From an optimization exercise on the open Yosys and OpenROAD flow, aimed at small area; shortcuts taken in it are not production practice. Power and IR drop assume default switching activity.

Design master, start of the top module:
module master(
    input clk,
    input ADJ,
    input SEL,
    input rst,
    input PAUSE,
    output [6:0] out,
    output [3:0] an
    );
Size: about 260 cells after synthesis, about 51 flip-flops, about 16 I/O pins, roughly 2400 µm² of cells after synthesis.
==> module master, before the edit <==
module master(
    input clk,
    input ADJ,
    input SEL,
    input rst,
    input PAUSE,
    output [6:0] out,
    output [3:0] an
    );
    reg [10:0] sc;
    reg [2:0]  seg;
    reg        c1;
    wire seg2 = seg[1] & ~seg[2];
    wire seg5 = seg[2] & ~seg[1];
    wire term = ~sc[0] & ~sc[1] & sc[2] & ~sc[3] & sc[4] & ~sc[5] & ~sc[6]
              & ~sc[7] & ~sc[8] & ~sc[10];
    wire c2   = seg[2];                               
    wire cb   = c1 ^ (seg[1] & seg[0]) ^ (seg5 & term);
    always @(posedge clk)
        if (rst) begin
            sc  <= 11'd0;
            seg <= 3'b000;
            c1  <= 1'b0;
        end else begin
            if (term) begin
                sc  <= {10'd0, seg2};
                seg <= {seg[1:0], ~seg[2]};
            end else
                sc  <= {sc[9:0], ~(sc[7] ^ sc[10])};
            if (term & seg5)
                c1 <= ~c1;
        end
    reg [4:0] fc;
    wire fire  = fc[0] & ~fc[2] & ~fc[3] & fc[4];
    wire first = ~fc[0] & ~fc[1] & ~fc[2] & ~fc[3];
    always @(posedge clk)
        if (rst)
            fc <= 5'd0;
        else if (fire)
            fc <= 5'd1;
        else
            fc <= {fc[3:0], ~(fc[1] ^ fc[4])};
    reg [3:0] ph;
    reg [2:1] sd;
    reg       sd0;
    reg       paused;
    always @(posedge clk)
        if (rst) begin
            ph     <= 4'd0;
            sd     <= 2'd0;
            paused <= 1'b0;
        end else begin
            ph <= ph + 4'd1;
            if (ph == 4'd0 && !first)
                sd <= {PAUSE, sd[2]};
            if (ph == 4'd2 && !sd0 && sd[1])
                paused <= ~paused;
        end
    always @(posedge clk)
        if (!rst && ph == 4'd0 && !first)
            sd0 <= sd[1];
    reg clkOut;
    reg clkPrev;
    always @(posedge clk)
        clkOut <= ADJ ? c2 : c1;
    always @(posedge clk)
        clkPrev <= rst ? 1'b0 : clkOut;
    wire step = (clkOut ^ clkPrev) & ~paused;
    reg [3:0] secO, minO;
    reg [2:0] secT, minT;
    wire secO9 = secO[3] & secO[0];
    wire minO9 = minO[3] & minO[0];
    wire secT5 = secT[2] & secT[0];
    wire minT5 = minT[2] & minT[0];
    wire incS  = ~ADJ | ~SEL;
    wire incM  = ADJ ? SEL : (secO9 & secT5);
    always @(posedge clk)
        if (rst) begin
            secO <= 4'd0; secT <= 3'd0; minO <= 4'd0; minT <= 3'd0;
        end else if (step) begin
            if (incS) begin
                secO <= secO9 ? 4'd0 : secO + 4'd1;
                if (secO9)
                    secT <= secT5 ? 3'd0 : secT + 3'd1;
            end
            if (incM) begin
                minO <= minO9 ? 4'd0 : minO + 4'd1;
                if (minO9)
                    minT <= minT5 ? 3'd0 : minT + 3'd1;
            end
        end
    reg [1:0] d;
    reg       blank;
    reg [3:0] code;
    reg [3:0] nxt;
    always @(*)
        case (d)
            2'd3: nxt = secO;
            2'd0: nxt = {1'b0, secT};
            2'd1: nxt = minO;
            default: nxt = {1'b0, minT};
        endcase
    always @(posedge clk)
        if (rst) begin
            d     <= 2'd3;
            blank <= 1'b1;
            code  <= 4'hf;
        end else if (fire) begin
            d     <= d + 2'd1;
            blank <= ADJ & cb;
            code  <= nxt;
        end
    assign an[0] = blank | (d != 2'd0);
    assign an[1] = blank | (d != 2'd1);
    assign an[2] = blank | (d != 2'd2);
    assign an[3] = blank | (d != 2'd3);
    wire [3:0] k = code;
    assign out[0] = (~k[3] & ~k[2] & ~k[1] &  k[0]) | (k[2] & ~k[1] & ~k[0]) | (k[3] & k[2]);
    assign out[1] = (k[2] & ~k[1] &  k[0]) | (k[2] & k[1] & ~k[0]) | (k[3] & k[2]);
    assign out[2] = (~k[2] & k[1] & ~k[0]) | (k[3] & k[2]);
    assign out[3] = (~k[2] & ~k[1] & k[0]) | (k[2] & ~k[1] & ~k[0]) | (k[2] & k[1] & k[0]) | (k[3] & k[2]);
    assign out[4] = k[0] | (k[2] & ~k[1]);
    assign out[5] = (~k[3] & ~k[2] & k[0]) | (~k[2] & k[1]) | (k[1] & k[0]) | (k[3] & k[2]);
    assign out[6] = (~k[3] & ~k[2] & ~k[1]) | (k[2] & k[1] & k[0]) | (k[3] & k[2]);
endmodule
clock: 10.0 ns
lec_check: 0
cap_margin: 20
core_margin: 2
core_utilization: 40
slew_margin: 20
run.sh (not shown) runs the stock make flow with config.mk's settings and CLKGATE_MAP_FILE= SYNTH_SCRIPT=/design/flow/synth_recipe.tcl, a recipe that flattens the netlist after the stock synthesis.
==> next run, changes <==
--- a/flow/design.v
+++ b/flow/design.v
@@ -10,12 +10,11 @@
     reg [10:0] sc;
     reg [2:0]  seg;
     reg        c1;
     wire seg2 = seg[1] & ~seg[2];
     wire seg5 = seg[2] & ~seg[1];
-    wire term = ~sc[0] & ~sc[1] & sc[2] & ~sc[3] & sc[4] & ~sc[5] & ~sc[6]
-              & ~sc[7] & ~sc[8] & ~sc[10];
+    wire term = sc[10] & sc[9] & sc[7] & sc[1];       
     wire c2   = seg[2];                               
     wire cb   = c1 ^ (seg[1] & seg[0]) ^ (seg5 & term);
     always @(posedge clk)
         if (rst) begin
             sc  <= 11'd0;
@@ -24,43 +23,39 @@
         end else begin
             if (term) begin
                 sc  <= {10'd0, seg2};
                 seg <= {seg[1:0], ~seg[2]};
             end else
-                sc  <= {sc[9:0], ~(sc[7] ^ sc[10])};
+                sc  <= sc + 11'd1;
             if (term & seg5)
                 c1 <= ~c1;
         end
     reg [4:0] fc;
-    wire fire  = fc[0] & ~fc[2] & ~fc[3] & fc[4];
-    wire first = ~fc[0] & ~fc[1] & ~fc[2] & ~fc[3];
+    wire fire  = fc[4] & fc[2] & ~fc[0];
+    wire first = fc[4] & fc[2] & fc[0];
     always @(posedge clk)
         if (rst)
+            fc <= 5'd21;
+        else if (fc[4] & fc[2])
             fc <= 5'd0;
-        else if (fire)
-            fc <= 5'd1;
         else
-            fc <= {fc[3:0], ~(fc[1] ^ fc[4])};
+            fc <= fc + 5'd1;
     reg [3:0] ph;
-    reg [2:1] sd;
-    reg       sd0;
+    reg [2:0] sd;
     reg       paused;
     always @(posedge clk)
         if (rst) begin
             ph     <= 4'd0;
-            sd     <= 2'd0;
+            sd     <= 3'd0;
             paused <= 1'b0;
         end else begin
             ph <= ph + 4'd1;
             if (ph == 4'd0 && !first)
-                sd <= {PAUSE, sd[2]};
-            if (ph == 4'd2 && !sd0 && sd[1])
+                sd <= {PAUSE, sd[2:1]};
+            if (ph == 4'd2 && !sd[0] && sd[1])
                 paused <= ~paused;
         end
-    always @(posedge clk)
-        if (!rst && ph == 4'd0 && !first)
-            sd0 <= sd[1];
     reg clkOut;
     reg clkPrev;
     always @(posedge clk)
         clkOut <= ADJ ? c2 : c1;
     always @(posedge clk)
@@ -112,14 +107,22 @@
         end
     assign an[0] = blank | (d != 2'd0);
     assign an[1] = blank | (d != 2'd1);
     assign an[2] = blank | (d != 2'd2);
     assign an[3] = blank | (d != 2'd3);
-    wire [3:0] k = code;
-    assign out[0] = (~k[3] & ~k[2] & ~k[1] &  k[0]) | (k[2] & ~k[1] & ~k[0]) | (k[3] & k[2]);
-    assign out[1] = (k[2] & ~k[1] &  k[0]) | (k[2] & k[1] & ~k[0]) | (k[3] & k[2]);
-    assign out[2] = (~k[2] & k[1] & ~k[0]) | (k[3] & k[2]);
-    assign out[3] = (~k[2] & ~k[1] & k[0]) | (k[2] & ~k[1] & ~k[0]) | (k[2] & k[1] & k[0]) | (k[3] & k[2]);
-    assign out[4] = k[0] | (k[2] & ~k[1]);
-    assign out[5] = (~k[3] & ~k[2] & k[0]) | (~k[2] & k[1]) | (k[1] & k[0]) | (k[3] & k[2]);
-    assign out[6] = (~k[3] & ~k[2] & ~k[1]) | (k[2] & k[1] & k[0]) | (k[3] & k[2]);
+    reg [6:0] seg7;
+    always @(*)
+        case (code)
+            4'd0: seg7 = 7'b1000000;
+            4'd1: seg7 = 7'b1111001;
+            4'd2: seg7 = 7'b0100100;
+            4'd3: seg7 = 7'b0110000;
+            4'd4: seg7 = 7'b0011001;
+            4'd5: seg7 = 7'b0010010;
+            4'd6: seg7 = 7'b0000010;
+            4'd7: seg7 = 7'b1111000;
+            4'd8: seg7 = 7'b0000000;
+            4'd9: seg7 = 7'b0011000;
+            default: seg7 = 7'b1111111;
+        endcase
+    assign out = seg7;
 endmodule
Result: The changed run went through all stages and came out clean. Core utilization increases by 0.50 points. Sequential share of layout area decreases by 0.83 points. Area after synthesis increases by 13%. Clock-buffer cell count increases by 5. Critical path depth does not change. Worst setup slack gets better by 0.070 ns. Global-route usage decreases by 0.39 points. Routed wire length increases by 6.9%. Final area increases by 15%. Total power increases by 41%. Non-clock buffer count increases by 1.
No functional check of the RTL was part of any run of this note.

[static timing again, ports no longer ideal]
Ports are ideal in the flow. The routed layouts listed here were re-timed in OpenROAD. Step 1 assumes that a clkbuf_16 drives the clock port and a buf_2 every other input. Step 2, shift: input delay + t, output delay - t, t = (earliest + latest rising clock arrival at the registers) / 2. This alone moves slack from input paths to output paths. Three values: ideal, step 1, step 2; two values: the first two.
| run | shift t [ns] | setup slack, ns | clock arrival spread, ns | worst register clock-pin slew, ns |
|---|---|---|---|---|
| the first run | 0.332 | 6.271 / 6.242 / 6.345 | 0.005 / 0.005 | 0.10 / 0.10 |
| the second run | 0.352 | 6.341 / 6.316 / 6.209 | 0.007 / 0.007 | 0.07 / 0.07 |
After both steps setup and hold are still met in every run listed. The setup slack of the second run, which loses most, moves by -0.025 ns with the drivers and by -0.132 ns with both steps.
